From an optimization exercise on the open Yosys and OpenROAD flow, aimed at small area and a short achievable clock period; shortcuts taken in it are not production practice.
In this exercise RTL edits were held to simulation tests only and were not proved equivalent to the original.
No activity file was given, so power comes from the tool's default toggle rates.

== rev 12 ==
==> flow/design.v (excerpt) <==
module icache_fetch(
    input         clk,
    input         RESET,
    input  [13:0] fetch_addr,    
    input  [31:0] mem_rdata,     
    output [13:0] mem_addr,      
    output [31:0] instr,         
    output [15:0] instr_pc,      
    output        miss           
    );
Size in the first run: ~5,200 cells after synthesis, about 1,900 flip-flops.
==> module icache_fetch, before the edit <==
module icache_fetch(
    input         clk,
    input         RESET,
    input  [13:0] fetch_addr,    
    input  [31:0] mem_rdata,     
    output [13:0] mem_addr,      
    output [31:0] instr,         
    output [15:0] instr_pc,      
    output        miss           
    );
    reg [9:0]  tag   [0:15];
    reg [1:0]  lru   [0:15];
    reg [15:0] valid;
    reg [32:0] r0 [0:15];    
    reg [32:0] r1 [0:15];
    reg [32:0] r2 [0:15];
    reg [2:0]  ph;           
    reg [13:0] addr_q;       
    reg [3:0]  vict;         
    reg        use_mem;      
    reg [31:0] instr_qn;     
    reg [31:0] mem_q;        
    reg        done_q;       
    wire [9:0] a_tag = fetch_addr[13:4];
    wire [1:0] a_set = fetch_addr[3:2];
    wire [1:0] a_off = fetch_addr[1:0];
    reg [15:0] m;            
    reg [3:0]  hs;           
    reg [3:0]  match;        
    reg [31:0] cand [0:3];
    reg [31:0] hword;
    integer i, s;
    reg [2:0]  sl [0:15];
    reg [31:0] cw;
    always @(*) begin
        for (i = 0; i < 16; i = i + 1) begin
            m[i] = valid[i] && (tag[i] == a_tag);
            case (a_off)
                2'd2:    sl[i] = {r0[i][32], r2[i][32], r1[i][32]};
                2'd3:    sl[i] = {r1[i][32], r0[i][32], r2[i][32]};
                2'd1:    sl[i] = {r2[i][32], r1[i][32], r0[i][32]};
                default: sl[i] = 3'b000;     
            endcase
        end
        for (s = 0; s < 4; s = s + 1)
            hs[s] = |m[s*4 +: 4];
        for (i = 0; i < 4; i = i + 1) begin
            match[i] = 1'b0;
            cw = 32'b0;
            for (s = 0; s < 4; s = s + 1) begin
                match[i] = match[i] | (a_set == s && m[s*4+i]);
                cw = cw | ({32{a_set == s && sl[s*4+i][0]}} & r0[s*4+i][31:0])
                        | ({32{a_set == s && sl[s*4+i][1]}} & r1[s*4+i][31:0])
                        | ({32{a_set == s && sl[s*4+i][2]}} & r2[s*4+i][31:0]);
            end
            cand[i] = cw;
        end
        hword = ({32{match[3]}} & cand[3]) | ({32{match[2]}} & cand[2])
              | ({32{match[1]}} & cand[1]) | ({32{match[0]}} & cand[0]);
    end
    wire hit = |(hs & (4'b0001 << a_set));
    reg [1:0] lhit [0:15];
    reg [1:0] L;
    always @(*) begin
        for (s = 0; s < 4; s = s + 1) begin
            L = lru[s*4 + a_off];
            for (i = 0; i < 4; i = i + 1) begin
                lhit[s*4+i] = lru[s*4+i];
                if (L != 2'b00) begin
                    if (a_off == i) lhit[s*4+i] = 2'b00;
                    else if (lru[s*4+i] != 2'b00 && lru[s*4+i] < L) lhit[s*4+i] = lru[s*4+i] + 2'b01;
                end
            end
        end
    end
    wire [1:0] q_set = addr_q[3:2];
    reg [3:0] fv;
    reg [1:0] fl [0:3];
    always @(*) begin
        for (i = 0; i < 4; i = i + 1) begin
            fv[i] = 1'b0;
            fl[i] = 2'b00;
            for (s = 0; s < 4; s = s + 1)
                if (q_set == s) begin
                    fv[i] = valid[s*4+i];
                    fl[i] = lru[s*4+i];
                end
        end
    end
    wire [3:0] vict_d = (&fv) ? {fl[3] == 2'b11, fl[2] == 2'b11, fl[1] == 2'b11, fl[0] == 2'b11}
                              : (~fv & (fv + 4'b0001));    
    wire byp = done_q && (a_off == 2'd3) && (a_set == q_set) && |(match & vict);
    always @(posedge clk) begin
        mem_q  <= mem_rdata;
        done_q <= (ph == 3'd7);
        addr_q <= fetch_addr;
        vict   <= vict_d;
        use_mem <= ((ph == 3'd0) && (a_off == 2'd0)) || ((ph == 3'd7) && (addr_q[1:0] == 2'd3));
        if (ph == 3'd0)
            instr_qn <= ~(byp ? mem_q : hword);
        else if ((ph == 3'd5 && addr_q[1:0] == 2'd0) || (ph == 3'd6 && addr_q[1:0] == 2'd1) ||
                 (ph == 3'd7 && addr_q[1:0] == 2'd2))
            instr_qn <= ~mem_q;
        else if (ph == 3'd7 && addr_q[1:0] == 2'd3)
            instr_qn <= 32'hffffffff;
    end
    wire ins_nx = ph[2];     
    reg [15:0] ins, keep;
    genvar g;
    generate for (g = 0; g < 16; g = g + 1) begin : line
        wire sel = vict[g % 4] && (q_set == g / 4);
        always @(posedge clk) begin
            ins[g]  <= ins_nx && sel;
            keep[g] <= !(ins_nx && sel);
            r0[g] <= ({33{ins[g]}} & {ph == 3'd6, mem_q}) | ({33{keep[g]}} & r2[g]);
            r1[g] <= r0[g];
            r2[g] <= r1[g];
            tag[g] <= ({10{ins[g]}} & addr_q[13:4]) | ({10{keep[g]}} & tag[g]);
        end
        always @(posedge clk) begin
            if (RESET) begin
                valid[g] <= 1'b0;
                lru[g]   <= 2'b00;
            end else if (ph == 3'd7) begin
                if (q_set == g / 4) begin
                    if (vict[g % 4]) begin
                        valid[g] <= 1'b1;
                        lru[g]   <= 2'b00;
                    end else if (valid[g])
                        lru[g] <= lru[g] + 2'b01;
                end
            end else if (ph == 3'd0) begin
                if (a_set == g / 4 && hs[g / 4])
                    lru[g] <= lhit[g];
            end
        end
    end endgenerate
    always @(posedge clk) begin
        if (RESET)
            ph <= 3'd0;
        else if (ph != 3'd0 || !hit)
            ph <= ph + 3'd1;
    end
    assign miss = |ph;
    assign mem_addr = {fetch_addr[13:2],
                       ph[2] & (ph[1] | ph[0]),
                       ph[2] & (ph[1] | ~ph[0])};
    assign instr = ~(~({32{use_mem}} & mem_rdata) & instr_qn);
    assign instr_pc = {addr_q, 2'b00};
endmodule
make LEC_CHECK=0 CAP_MARGIN=20 CORE_MARGIN=2 CORE_UTILIZATION=60 CTS_BUF_LIST=sky130_fd_sc_hd__clkbuf_16 CTS_CLUSTER_DIAMETER=70 CTS_CLUSTER_SIZE=24 SETUP_SLACK_MARGIN=4.25 SLEW_MARGIN=20 finish   # period 8.0 ns
run.sh (not shown) runs the stock make flow with config.mk's settings and CLKGATE_MAP_FILE= SYNTH_SCRIPT=/design/flow/synth_recipe.tcl, a recipe that flattens the netlist after the stock synthesis.
Rev 12: flow completed, timing, DRC and antenna clean
## Diff of input files: rev 13 against rev 12
--- a/flow/design.v
+++ b/flow/design.v
@@ -19,8 +19,10 @@
     reg [13:0] addr_q;       
     reg [3:0]  vict;         
     reg        use_mem;      
     reg [31:0] instr_qn;     
+    reg        c_look, c_cap, c_hold, c_one;    
+    wire [2:0] ph_nx;
     reg [31:0] mem_q;        
     reg        done_q;       
     wire [9:0] a_tag = fetch_addr[13:4];
     wire [1:0] a_set = fetch_addr[3:2];
@@ -59,8 +61,9 @@
         hword = ({32{match[3]}} & cand[3]) | ({32{match[2]}} & cand[2])
               | ({32{match[1]}} & cand[1]) | ({32{match[0]}} & cand[0]);
     end
     wire hit = |(hs & (4'b0001 << a_set));
+    assign ph_nx = RESET ? 3'd0 : (ph != 3'd0 || !hit) ? ph + 3'd1 : 3'd0;
     reg [1:0] lhit [0:15];
     reg [1:0] L;
     always @(*) begin
         for (s = 0; s < 4; s = s + 1) begin
@@ -96,15 +99,16 @@
         done_q <= (ph == 3'd7);
         addr_q <= fetch_addr;
         vict   <= vict_d;
         use_mem <= ((ph == 3'd0) && (a_off == 2'd0)) || ((ph == 3'd7) && (addr_q[1:0] == 2'd3));
-        if (ph == 3'd0)
-            instr_qn <= ~(byp ? mem_q : hword);
-        else if ((ph == 3'd5 && addr_q[1:0] == 2'd0) || (ph == 3'd6 && addr_q[1:0] == 2'd1) ||
-                 (ph == 3'd7 && addr_q[1:0] == 2'd2))
-            instr_qn <= ~mem_q;
-        else if (ph == 3'd7 && addr_q[1:0] == 2'd3)
-            instr_qn <= 32'hffffffff;
+        instr_qn <= ({32{c_look}} & ~(byp ? mem_q : hword)) | ({32{c_cap}} & ~mem_q)
+                  | ({32{c_hold}} & instr_qn) | {32{c_one}};
+        c_look <= ph_nx == 3'd0;
+        c_cap  <= (ph_nx == 3'd5 && addr_q[1:0] == 2'd0) || (ph_nx == 3'd6 && addr_q[1:0] == 2'd1) ||
+                  (ph_nx == 3'd7 && addr_q[1:0] == 2'd2);
+        c_one  <= ph_nx == 3'd7 && addr_q[1:0] == 2'd3;
+        c_hold <= !(ph_nx == 3'd0) && !((ph_nx == 3'd5 && addr_q[1:0] == 2'd0) || (ph_nx == 3'd6 && addr_q[1:0] == 2'd1) ||
+                  (ph_nx == 3'd7 && addr_q[1:0] == 2'd2)) && !(ph_nx == 3'd7 && addr_q[1:0] == 2'd3);
     end
     wire ins_nx = ph[2];     
     reg [15:0] ins, keep;
     genvar g;
@@ -135,14 +139,10 @@
                     lru[g] <= lhit[g];
             end
         end
     end endgenerate
-    always @(posedge clk) begin
-        if (RESET)
-            ph <= 3'd0;
-        else if (ph != 3'd0 || !hit)
-            ph <= ph + 3'd1;
-    end
+    always @(posedge clk)
+        ph <= ph_nx;
     assign miss = |ph;
     assign mem_addr = {fetch_addr[13:2],
                        ph[2] & (ph[1] | ph[0]),
                        ph[2] & (ph[1] | ~ph[0])};
[summary]
Rev 13 and rev 12 ended up with roughly the same share of synthesized flip-flops with an asynchronous set or reset.
Of rev 13 and rev 12, the run reporting the lower count of clock-buffer cells in the layout was rev 13.
The fraction of power consumed by the clock network was comparable across rev 13 and rev 12.
Proportion of cell area occupied by registers: rev 13 vs rev 12, no meaningful difference
Diff rev 12 -> rev 13: setup slack has increased; minimum hold slack about even; number of filler instances in the final layout decreased 208; initial standard-cell utilization of the core higher.
Rev 13 vs. rev 12: fraction of area in clock buffers and inverters was more or less identical; top fanout value on the critical path went up by 29; growth of design area from synthesis to finish went up by 0.36 points; total detailed-routing wirelength went up by about 1.1%.

==> what the ideal ports hide <==
The flow's constraints put no driver on any port. The routed layouts listed below were extracted and timed again, unchanged, in two steps. Step 1 (the two cells are an assumption about what drives the block):
set clk [get_ports {clk}]
set_driving_cell -lib_cell sky130_fd_sc_hd__clkbuf_16 $clk
set_driving_cell -lib_cell sky130_fd_sc_hd__buf_2 [delete_from_list [all_inputs] $clk]
Step 2 times the ports against the registers' clock, not the clock port: input delays grow and output delays shrink by t, the midpoint of the rising clock arrivals with the driver on. Slacks: ideal / step 1 / step 2; pairs: ideal / step 1.
run	shift t [ns]	slack for setup (ns)	worst setup path after step 2	worst register clock-pin slew, ns
rev 12	0.792	4.133 / 3.972 / 3.180	input to register	0.10 / 0.10
rev 13	0.790	4.146 / 4.068 / 3.278	input to register	0.10 / 0.10
After both steps every run listed still meets setup and hold. For rev 12, which loses most, drivers alone change the setup slack by -0.161 ns; drivers and shift together by -0.953 ns.
